Source: an optimization exercise on an open RTL-to-GDS flow (aim: small area and a short achievable clock period). Production flows keep margins and buffers that such runs may drop. The RTL was checked by simulation tests, not by an equivalence proof against the original design.

## v55
// softermax
module softermax (
    input clk,
    input  [79:0] unnormed_in,
    output [319:0] final_softmax
);
Size in the first run: ~14000 cells after synthesis, ~100000 um^2 of cells after synthesis.
Settings: LEC_CHECK=0, ABC_AREA=1, CAP_MARGIN=20, CORE_MARGIN=2, CORE_UTILIZATION=40, SLEW_MARGIN=20; clock period 17.5 ns.
run.sh (not shown) runs the stock make flow with config.mk's settings and CLKGATE_MAP_FILE= SYNTH_SCRIPT=/design/flow/synth_recipe.tcl, a recipe that flattens the netlist after the stock synthesis.
v55: no failed stages, no open violations at the end
--- input diff v55..v6 ---
==> flow/flow/run.sh (new file) <==
#!/bin/bash
set -euo pipefail
bash standard.sh SETUP_SLACK_MARGIN=10.5 TNS_END_PERCENT=0 finish > standard_flow.log 2>&1
==> flow/standard.sh (new file) <==
#!/bin/bash
# synth_recipe.tcl (not shown) runs the flow's synth.tcl, then flattens the netlist and writes it again
# the make line also repeats each setting of config.mk as NAME=value (left out here)
make -C /OpenROAD-flow-scripts/flow DESIGN_CONFIG=/design/flow/config.mk WORK_HOME=/design/flow/orfs CLKGATE_MAP_FILE= SYNTH_SCRIPT=/design/flow/synth_recipe.tcl "${@:-finish}"
removed: flow/run.sh
Notes after the runs:
v55 ended up with sky130_fd_sc_hd__nor2_1 as its cell with the largest stage delay on the worst path; v6 ended up with sky130_fd_sc_hd__clkdlybuf4s50_1.
Comparing v55 with v6, the overall fraction of global-route tracks in use came out essentially unchanged.
The core of v6 is more densely filled than that of v55.
The higher clock skew came out of v55.
Edits applied to the flow inputs when going from v6 to v40:
==> flow/flow/run.sh <==
#!/bin/bash
set -euo pipefail
bash standard.sh SETUP_SLACK_MARGIN=12 TNS_END_PERCENT=0 finish > standard_flow.log 2>&1
Findings:
- From v6 to v40 the numbers moved as follows: count of placed standard cells in the final layout, fillers left out now sits higher.
- Core utilization, v40 and v6, higher one = v40.
- Summary — number of buffers and inverters on the critical path, v40 relative to v6: higher, by 1.
- Looking only at wire length of the first global-routing pass, and setting everything else aside, the higher value of v40 and v6 goes to v40.
Inputs modified between v40 and v31:
==> flow/flow/run.sh <==
#!/bin/bash
# The standard layout (the standard.sh: the standard synthesis, then ORFS from
# floorplan to finish) with two changes to how it is made:
#  - ORFS's timing repair is asked to keep a setup margin, so that it sizes and
#    buffers the worst paths (the SDC and clock period stay the design's);
#  - every port is still buffered, but with a plain buffer cell rather than the
#    delay cell buffer_ports picks on its own.
# Each tool's output is in standard_flow.log and in ORFS's own logs under orfs/logs.
set -euo pipefail
bash standard.sh SETUP_SLACK_MARGIN=11 TNS_END_PERCENT=0 \
  "BUFFER_PORTS_ARGS=-buffer_cell sky130_fd_sc_hd__buf_1" finish > standard_flow.log 2>&1
### Flow results
- v31: done, clean on timing, DRC and antenna
- v40 has a lower total of fill cells in the finished design than v31.
- When v31 is set beside v40, its worst hold slack turns out to be 0.0047 ns larger.
- Relative to v40, global routing usage on met3 has decreased by 1.4 points in v31.
- On total of plain and repair buffers excluding clock buffers, the lower figure sits with v31, not v40.
- | setup slack | lower: v31 |


## job 158
Another version of the RTL of softermax (not shown whole).
Size in the first run: ~400 I/O pins, ~100000 µm² of cells after synthesis.
// softermax
module softermax (
    input clk,
    input  [79:0] unnormed_in,
    output [319:0] final_softmax
);
==> flow/config.mk <==
export PLATFORM = sky130hd
export DESIGN_NAME = softermax
export DESIGN_NICKNAME = softermax
export VERILOG_FILES = /design/flow/design.v
export SDC_FILE = /design/flow/constraint.sdc
export NUM_CORES = 4
export LEC_CHECK = 0
export ABC_AREA = 1
export CAP_MARGIN = 20
export CORE_MARGIN = 2
export CORE_UTILIZATION = 40
export SLEW_MARGIN = 20
==> flow/constraint.sdc <==
create_clock -name core_clock -period 17.5 [get_ports {clk}]
set_input_delay 3.5000 -clock core_clock [delete_from_list [all_inputs] [get_ports {clk}]]
set_output_delay 3.5000 -clock core_clock [all_outputs]
set_load 0.01 [all_outputs]
standard.sh (not shown) runs the stock make flow with config.mk's settings and CLKGATE_MAP_FILE= SYNTH_SCRIPT=/design/flow/synth_recipe.tcl, a recipe that flattens the netlist after the stock synthesis.
==> flow/flow/run.sh <==
#!/bin/bash
# The standard layout (the standard.sh: the standard synthesis, then ORFS from
# floorplan to finish) with these changes to how it is made:
#  - after the standard synthesis, fapol.py sets the polarity of each full adder
#    (a full adder is self-dual) so that fewer inverters sit between adders; it
#    touches only inverters and adder input wiring, never a register or port;
#  - every port is still buffered, but with a plain buffer cell rather than the
#    delay cell buffer_ports picks on its own;
#  - ORFS's timing repair is asked to keep a setup margin, so that it sizes and
#    buffers the worst paths (the SDC and clock period stay the design's).
# Each tool's output goes to a log of its own here (synth.log, fapol.log,
# layout.log) and to ORFS's logs under orfs/logs.
set -euo pipefail
RES=orfs/results/${FLOW_PLATFORM:-sky130hd}/softermax/base
bash standard.sh synth > synth.log 2>&1
if python3 flow/fapol.py "$RES/1_2_yosys.v" "$RES/1_2_yosys.fapol.v" > fapol.log 2>&1; then
  cp "$RES/1_2_yosys.v" "$RES/1_2_yosys.standard.v"
  mv "$RES/1_2_yosys.fapol.v" "$RES/1_2_yosys.v"
  rm -f "$RES/1_synth.odb" "$RES/1_synth.sdc"
fi
bash standard.sh SETUP_SLACK_MARGIN=11.5 TNS_END_PERCENT=5 \
  "BUFFER_PORTS_ARGS=-buffer_cell sky130_fd_sc_hd__buf_1" finish > layout.log 2>&1
==> flow/flow/fapol.py <==
#!/usr/bin/env python3
"""Re-balance the polarity of full adders in a flat gate netlist.

A full adder is self-dual: FA(~a, ~b, ~c) = (~sum, ~cout). Yosys' adder
extraction leaves an inverter between many adders. This script removes every
inverter, picks for each full adder whether it works on true or complemented
signals (greedy local search that lowers the number of signals needed in both
polarities), and puts back one inverter for each signal that some pin needs
complemented. Registers, ports and all other cells are kept as they are.

usage: fapol.py IN.v OUT.v  (used by run.sh on the standard synthesis netlist)
"""
import re, sys, random

src = open(sys.argv[1]).read()
cell_re = re.compile(r'^  (sky130_fd_sc_hd__\w+) (\S+)\s+\((.*?)\n  \);\n', re.S | re.M)
pin_re = re.compile(r'\.(\w+)\(([^()]*)\)')
OUTPINS = {'X', 'Y', 'Q', 'Q_N', 'SUM', 'COUT', 'HI', 'LO'}

cells = []
for m in cell_re.finditer(src):
    typ, name, body = m.group(1), m.group(2), m.group(3)
    pins = [(p, n.strip()) for p, n in pin_re.findall(body)]
    cells.append([typ, name, pins, m.start(), m.end()])

def is_inv(typ):
    return re.fullmatch(r'sky130_fd_sc_hd__(inv|clkinv)_\d+', typ) is not None
def is_fa(typ):
    return typ == 'sky130_fd_sc_hd__fa_1' or re.fullmatch(r'sky130_fd_sc_hd__fa_\d+', typ)

hdr = src[:src.index(');') + 2]
portnames = set(re.findall(r'\b(\w+)\b', hdr.split('(', 1)[1]))
def is_port_net(n):
    base = n.split('[')[0].strip().lstrip('\\')
    return base in portnames

driver = {}
loads = {}
for ci, (typ, name, pins, s, e) in enumerate(cells):
    for p, n in pins:
        if p in OUTPINS:
            driver[n] = (ci, p)
        else:
            loads.setdefault(n, []).append((ci, p))

inv_cells = set()
for ci, c in enumerate(cells):
    if is_inv(c[0]):
        outn = dict(c[2])['Y']
        if is_port_net(outn):
            continue  # keep inverters that drive ports
        inv_cells.add(ci)

# root and parity of each net seen through removable inverters
memo = {}
def root(n):
    if n in memo:
        return memo[n]
    seen = 0
    r, par = n, 0
    while r in driver and driver[r][0] in inv_cells:
        ci = driver[r][0]
        r = dict(cells[ci][2])['A']
        par ^= 1
        seen += 1
        if seen > 1000:
            raise SystemExit('inverter loop')
    memo[n] = (r, par)
    return memo[n]

fa_cells = [ci for ci, c in enumerate(cells) if is_fa(c[0])]
fa_set = set(fa_cells)
mode = {ci: 0 for ci in fa_cells}

# consumers of each root: list of (ci, pin, parity)
cons = {}
for ci, c in enumerate(cells):
    if ci in inv_cells:
        continue
    for p, n in c[2]:
        if p in OUTPINS:
            continue
        r, par = root(n)
        cons.setdefault(r, []).append((ci, p, par))
# ports that read a net (outputs): nets that are ports and are read through inverters
# are handled by keeping such inverters (above); a port net read directly is a root.

def drv_q(r):
    d = driver.get(r)
    if d and d[0] in fa_set:
        return mode[d[0]]
    return 0

def root_cost(r):
    q = drv_q(r)
    for ci, p, par in cons.get(r, ()):
        m = mode[ci] if ci in fa_set else 0
        if par ^ m ^ q:
            return 1
    return 0

# roots touched by each FA (its inputs' roots and its outputs)
touch = {}
for ci in fa_cells:
    rs = set()
    for p, n in cells[ci][2]:
        if p in OUTPINS:
            rs.add(n)
        else:
            rs.add(root(n)[0])
    touch[ci] = rs

before = sum(root_cost(r) for r in cons)
random.seed(1)
for it in range(20):
    changed = 0
    order = fa_cells[:]
    random.shuffle(order)
    for ci in order:
        rs = touch[ci]
        c0 = sum(root_cost(r) for r in rs)
        mode[ci] ^= 1
        c1 = sum(root_cost(r) for r in rs)
        if c1 < c0:
            changed += 1
        else:
            mode[ci] ^= 1
    if not changed:
        break
after = sum(root_cost(r) for r in cons)
sys.stderr.write(f'inverters kept for ports: {sum(1 for ci, c in enumerate(cells) if is_inv(c[0])) - len(inv_cells)}; removable {len(inv_cells)}; '
                 f'signals needing an inverter: before {before}, after {after}; adders flipped {sum(mode.values())}\n')

# rewrite
def esc(n):
    return n + ' ' if n.startswith('\\') else n
newnets = []
newcells = []
neg = {}
def negnet(r):
    if r not in neg:
        base = r.lstrip('\\').replace('[', '_').replace(']', '_').replace('.', '_').replace(' ', '')
        nn = f'_fapol_n{len(neg)}_'
        neg[r] = nn
        newnets.append(nn)
        newcells.append(f'  sky130_fd_sc_hd__inv_1 _fapol_i{len(neg)}_ (\n    .A({esc(r)}),\n    .Y({nn})\n  );\n')
    return neg[r]

out = []
pos = 0
for ci, (typ, name, pins, s, e) in enumerate(cells):
    out.append(src[pos:s])
    pos = e
    if ci in inv_cells:
        continue
    newpins = []
    for p, n in pins:
        if p in OUTPINS:
            newpins.append((p, n))
        else:
            r, par = root(n)
            m = mode[ci] if ci in fa_set else 0
            need = par ^ m ^ drv_q(r)
            newpins.append((p, negnet(r) if need else r))
    body = ',\n'.join(f'    .{p}({esc(n)})' for p, n in newpins)
    out.append(f'  {typ} {esc(name)} (\n{body}\n  );\n')
out.append(src[pos:])
res = ''.join(out)
# declare new nets and add new cells before endmodule
decl = ''.join(f'  wire {n};\n' for n in newnets)
i = res.index(';', res.index('module')) + 1
res = res[:i] + '\n' + decl + res[i + 1:]
j = res.rindex('endmodule')
res = res[:j] + ''.join(newcells) + res[j:]
open(sys.argv[2], 'w').write(res)
Job 158 ran to completion and came out clean on the timing, DRC and antenna checks.
Input-level comparison between job 9654 and job 158:
- SLEW_MARGIN: 20 -> 10
- CTS_BUF_LIST: unset -> sky130_fd_sc_hd__clkbuf_8
- CAP_MARGIN: 20 -> 10
- CTS_CLUSTER_DIAMETER: unset -> 60
- CTS_CLUSTER_SIZE: unset -> 12
diff --git a/flow/flow/run.sh b/flow/flow/run.sh
--- a/flow/flow/run.sh
+++ b/flow/flow/run.sh
@@ -21 +21 @@
-bash standard.sh SETUP_SLACK_MARGIN=11.5 TNS_END_PERCENT=5 \
+bash standard.sh SETUP_SLACK_MARGIN=11 TNS_END_PERCENT=0 \
diff --git a/flow/flow/fapol.py b/flow/flow/fapol.py
--- a/flow/flow/fapol.py
+++ b/flow/flow/fapol.py
@@ -7 +7 @@
-signals (greedy local search that lowers the number of signals needed in both
+signals (greedy local search, then a short annealing that lowers the number of signals needed in both
@@ -129,0 +130,19 @@
+# a little annealing after the greedy passes; keep the best modes seen
+import math
+cur = sum(root_cost(r) for r in cons)
+best, best_mode = cur, dict(mode)
+steps = 300000
+for step in range(steps):
+    ci = random.choice(fa_cells)
+    rs = touch[ci]
+    c0 = sum(root_cost(r) for r in rs)
+    mode[ci] ^= 1
+    dlt = sum(root_cost(r) for r in rs) - c0
+    temp = max(0.05, 1.0 - step / steps)
+    if dlt <= 0 or random.random() < math.exp(-dlt / temp):
+        cur += dlt
+        if cur < best:
+            best, best_mode = cur, dict(mode)
+    else:
+        mode[ci] ^= 1
+mode = best_mode
Results
Number of cells on the worst reg-to-reg path, job 9654 and job 158: lower on job 9654. Per the comparison of job 9654 with job 158, number of global-route vias before repair -545; die footprint -0.32%. Looking only at final worst slack, and setting everything else aside, the lower value of job 9654 and job 158 goes to job 158. Delta (job 9654 minus job 158): tightest slew margin relative to the limit dropped 11 points, wire length after detailed routing climbed 0.56%, horizontal die dimension barely changed, total of clock buffers placed in the layout dropped 5.4%. Job 9654 was carried through to the last stage, and its layout satisfied the timing, DRC and antenna checks. Job 9654 ends up with higher sequential share of cell area than job 158 does. The via count reported for job 9654 is lower than the one for job 158.
The inputs of job 8661 differ from those of job 9654 as listed below.
- a change of CAP_MARGIN from 10 to 20
- a deleted CTS_CLUSTER_DIAMETER that had been 60
- a change of SLEW_MARGIN from 10 to 20
- a deleted CTS_BUF_LIST that had been sky130_fd_sc_hd__clkbuf_8
- a deleted CTS_CLUSTER_SIZE that had been 12
diff --git a/flow/flow/fapol.py b/flow/flow/fapol.py
--- a/flow/flow/fapol.py
+++ b/flow/flow/fapol.py
@@ -7 +7 @@
-signals (greedy local search, then a short annealing that lowers the number of signals needed in both
+signals (greedy local search that lowers the number of signals needed in both
@@ -130,19 +129,0 @@
-# a little annealing after the greedy passes; keep the best modes seen
-import math
-cur = sum(root_cost(r) for r in cons)
-best, best_mode = cur, dict(mode)
-steps = 300000
-for step in range(steps):
-    ci = random.choice(fa_cells)
-    rs = touch[ci]
-    c0 = sum(root_cost(r) for r in rs)
-    mode[ci] ^= 1
-    dlt = sum(root_cost(r) for r in rs) - c0
-    temp = max(0.05, 1.0 - step / steps)
-    if dlt <= 0 or random.random() < math.exp(-dlt / temp):
-        cur += dlt
-        if cur < best:
-            best, best_mode = cur, dict(mode)
-    else:
-        mode[ci] ^= 1
-mode = best_mode
Results
- Job 9654 -> job 8661: non-clock buffer count increased by a little under 10%
- For job 9654, the class of the most critical setup path was flop to flop, unlike job 8661, where it was input pin to flop.
- Cell area after synthesis grows slightly when moving from job 9654 to job 8661.
- From job 9654 to job 8661 the numbers moved as follows: maximum frequency lost about 0.43%; die height neither gained nor lost much; routed wire length picked up an extra about 0.9%.
Inputs modified between job 8661 and job 4408:
- a change of CAP_MARGIN from 20 to 10
- an added CTS_BUF_LIST of sky130_fd_sc_hd__clkbuf_8
- a change of SLEW_MARGIN from 20 to 10
diff --git a/flow/flow/fapol.py b/flow/flow/fapol.py
--- a/flow/flow/fapol.py
+++ b/flow/flow/fapol.py
@@ -7 +7 @@
-signals (greedy local search that lowers the number of signals needed in both
+signals (greedy local search, then a short annealing that lowers the number of signals needed in both
@@ -129,0 +130,19 @@
+# a little annealing after the greedy passes; keep the best modes seen
+import math
+cur = sum(root_cost(r) for r in cons)
+best, best_mode = cur, dict(mode)
+steps = 300000
+for step in range(steps):
+    ci = random.choice(fa_cells)
+    rs = touch[ci]
+    c0 = sum(root_cost(r) for r in rs)
+    mode[ci] ^= 1
+    dlt = sum(root_cost(r) for r in rs) - c0
+    temp = max(0.05, 1.0 - step / steps)
+    if dlt <= 0 or random.random() < math.exp(-dlt / temp):
+        cur += dlt
+        if cur < best:
+            best, best_mode = cur, dict(mode)
+    else:
+        mode[ci] ^= 1
+mode = best_mode
Notes after the runs:
Compared job 4408 vs job 8661, and final critical-path required period is up in job 4408. Job 4408 ends up with higher average cell area after synthesis than job 8661 does. Looking only at fmax, and setting everything else aside, the lower value of job 8661 and job 4408 goes to job 4408. The run with more routed wire is job 8661, not job 4408. Job 8661 has higher via density per instance than job 4408. Looking at the reports, job 4408 completed the entire flow and the layout it produced met the timing, DRC and antenna checks. On die height, job 4408 tracks job 8661 almost exactly.
Here is what was changed in the inputs of job 7995 compared with job 4408.
- swapping 10 for 20 in SLEW_MARGIN
- swapping 10 for 20 in CAP_MARGIN
diff --git a/flow/flow/fapol.py b/flow/flow/fapol.py
--- a/flow/flow/fapol.py
+++ b/flow/flow/fapol.py
@@ -7 +7 @@
-signals (greedy local search, then a short annealing that lowers the number of signals needed in both
+signals (greedy local search that lowers the number of signals needed in both
@@ -130,19 +129,0 @@
-# a little annealing after the greedy passes; keep the best modes seen
-import math
-cur = sum(root_cost(r) for r in cons)
-best, best_mode = cur, dict(mode)
-steps = 300000
-for step in range(steps):
-    ci = random.choice(fa_cells)
-    rs = touch[ci]
-    c0 = sum(root_cost(r) for r in rs)
-    mode[ci] ^= 1
-    dlt = sum(root_cost(r) for r in rs) - c0
-    temp = max(0.05, 1.0 - step / steps)
-    if dlt <= 0 or random.random() < math.exp(-dlt / temp):
-        cur += dlt
-        if cur < best:
-            best, best_mode = cur, dict(mode)
-    else:
-        mode[ci] ^= 1
-mode = best_mode
Status: effective utilization at floorplan parity (job 4408, job 7995)
Number of optimization iterations in the first detailed-route pass: job 4408 and job 7995 compared, lower one is job 7995
Run comparison: job 4408 destination of the critical timing path y_q[254]$_DFF_P_; job 7995 destination of the critical timing path y_q[61]$_DFF_P_
Job 7995 ended with more total detailed-routing wirelength than job 4408.
Job 7995 vs. job 4408: average footprint of a synthesized cell saw a decrease; sequential cell area in the final layout ~0 delta; clock distribution area overhead in the final layout -0.16 points.
When job 7995 is measured against job 4408, its final instance area turns out 1.7% higher.

-- separate check: timing with driven ports --
In the flow no input, the clock included, has a driving cell. The finished layouts below were timed again as built, in two steps. Step 1 sets driving cells, clkbuf_16 on the clock port and buf_2 on the other inputs (assumed; they add their load-dependent delay and slew). Step 2 adds t to the input delays and takes it off the output delays; t is the mean of the earliest and latest rising clock arrival at the registers after step 1. Input paths then give back, and output paths get back, about the clock's delay inside the block. Slacks: no drivers / after step 1 / after step 2; pairs: no drivers / after step 1.
| run | t, ns | setup slack, ns | hold WS [ns] | worst register clock-pin slew, ns | worst data-port slew with drivers (ns) |
|---|---|---|---|---|---|
| v55 | 0.866 | 8.595 / 8.595 / 7.930 | 0.554 / 0.554 / 0.554 | 0.09 / 0.09 | 0.06 |
| v6 | 0.865 | 10.238 / 10.256 / 9.458 | 0.589 / 0.589 / 0.589 | 0.08 / 0.08 | 0.07 |
| v40 | 0.869 | 10.537 / 10.560 / 9.716 | 0.588 / 0.588 / 0.588 | 0.08 / 0.08 | 0.06 |
| v31 | 0.872 | 10.327 / 10.327 / 9.717 | 0.593 / 0.593 / 0.593 | 0.08 / 0.08 | 0.10 |
| job 158 | 0.837 | 10.336 / 10.375 / 9.537 | 0.517 / 0.517 / 0.517 | 0.08 / 0.08 | 0.12 |
| job 9654 | 1.009 | 10.536 / 10.536 / 9.614 | 0.523 / 0.523 / 0.523 | 0.09 / 0.09 | 0.10 |
| job 8661 | 0.873 | 10.506 / 10.579 / 9.706 | 0.544 / 0.544 / 0.544 | 0.10 / 0.10 | 0.11 |
| job 4408 | 1.006 | 10.407 / 10.407 / 9.513 | 0.537 / 0.537 / 0.537 | 0.09 / 0.09 | 0.10 |
| job 7995 | 1.042 | 10.606 / 10.606 / 9.648 | 0.549 / 0.549 / 0.549 | 0.09 / 0.09 | 0.10 |
After both steps every run listed still meets setup and hold. The setup slack of job 7995, which loses most, moves by 0.000 ns with the drivers and by -0.958 ns with both steps.
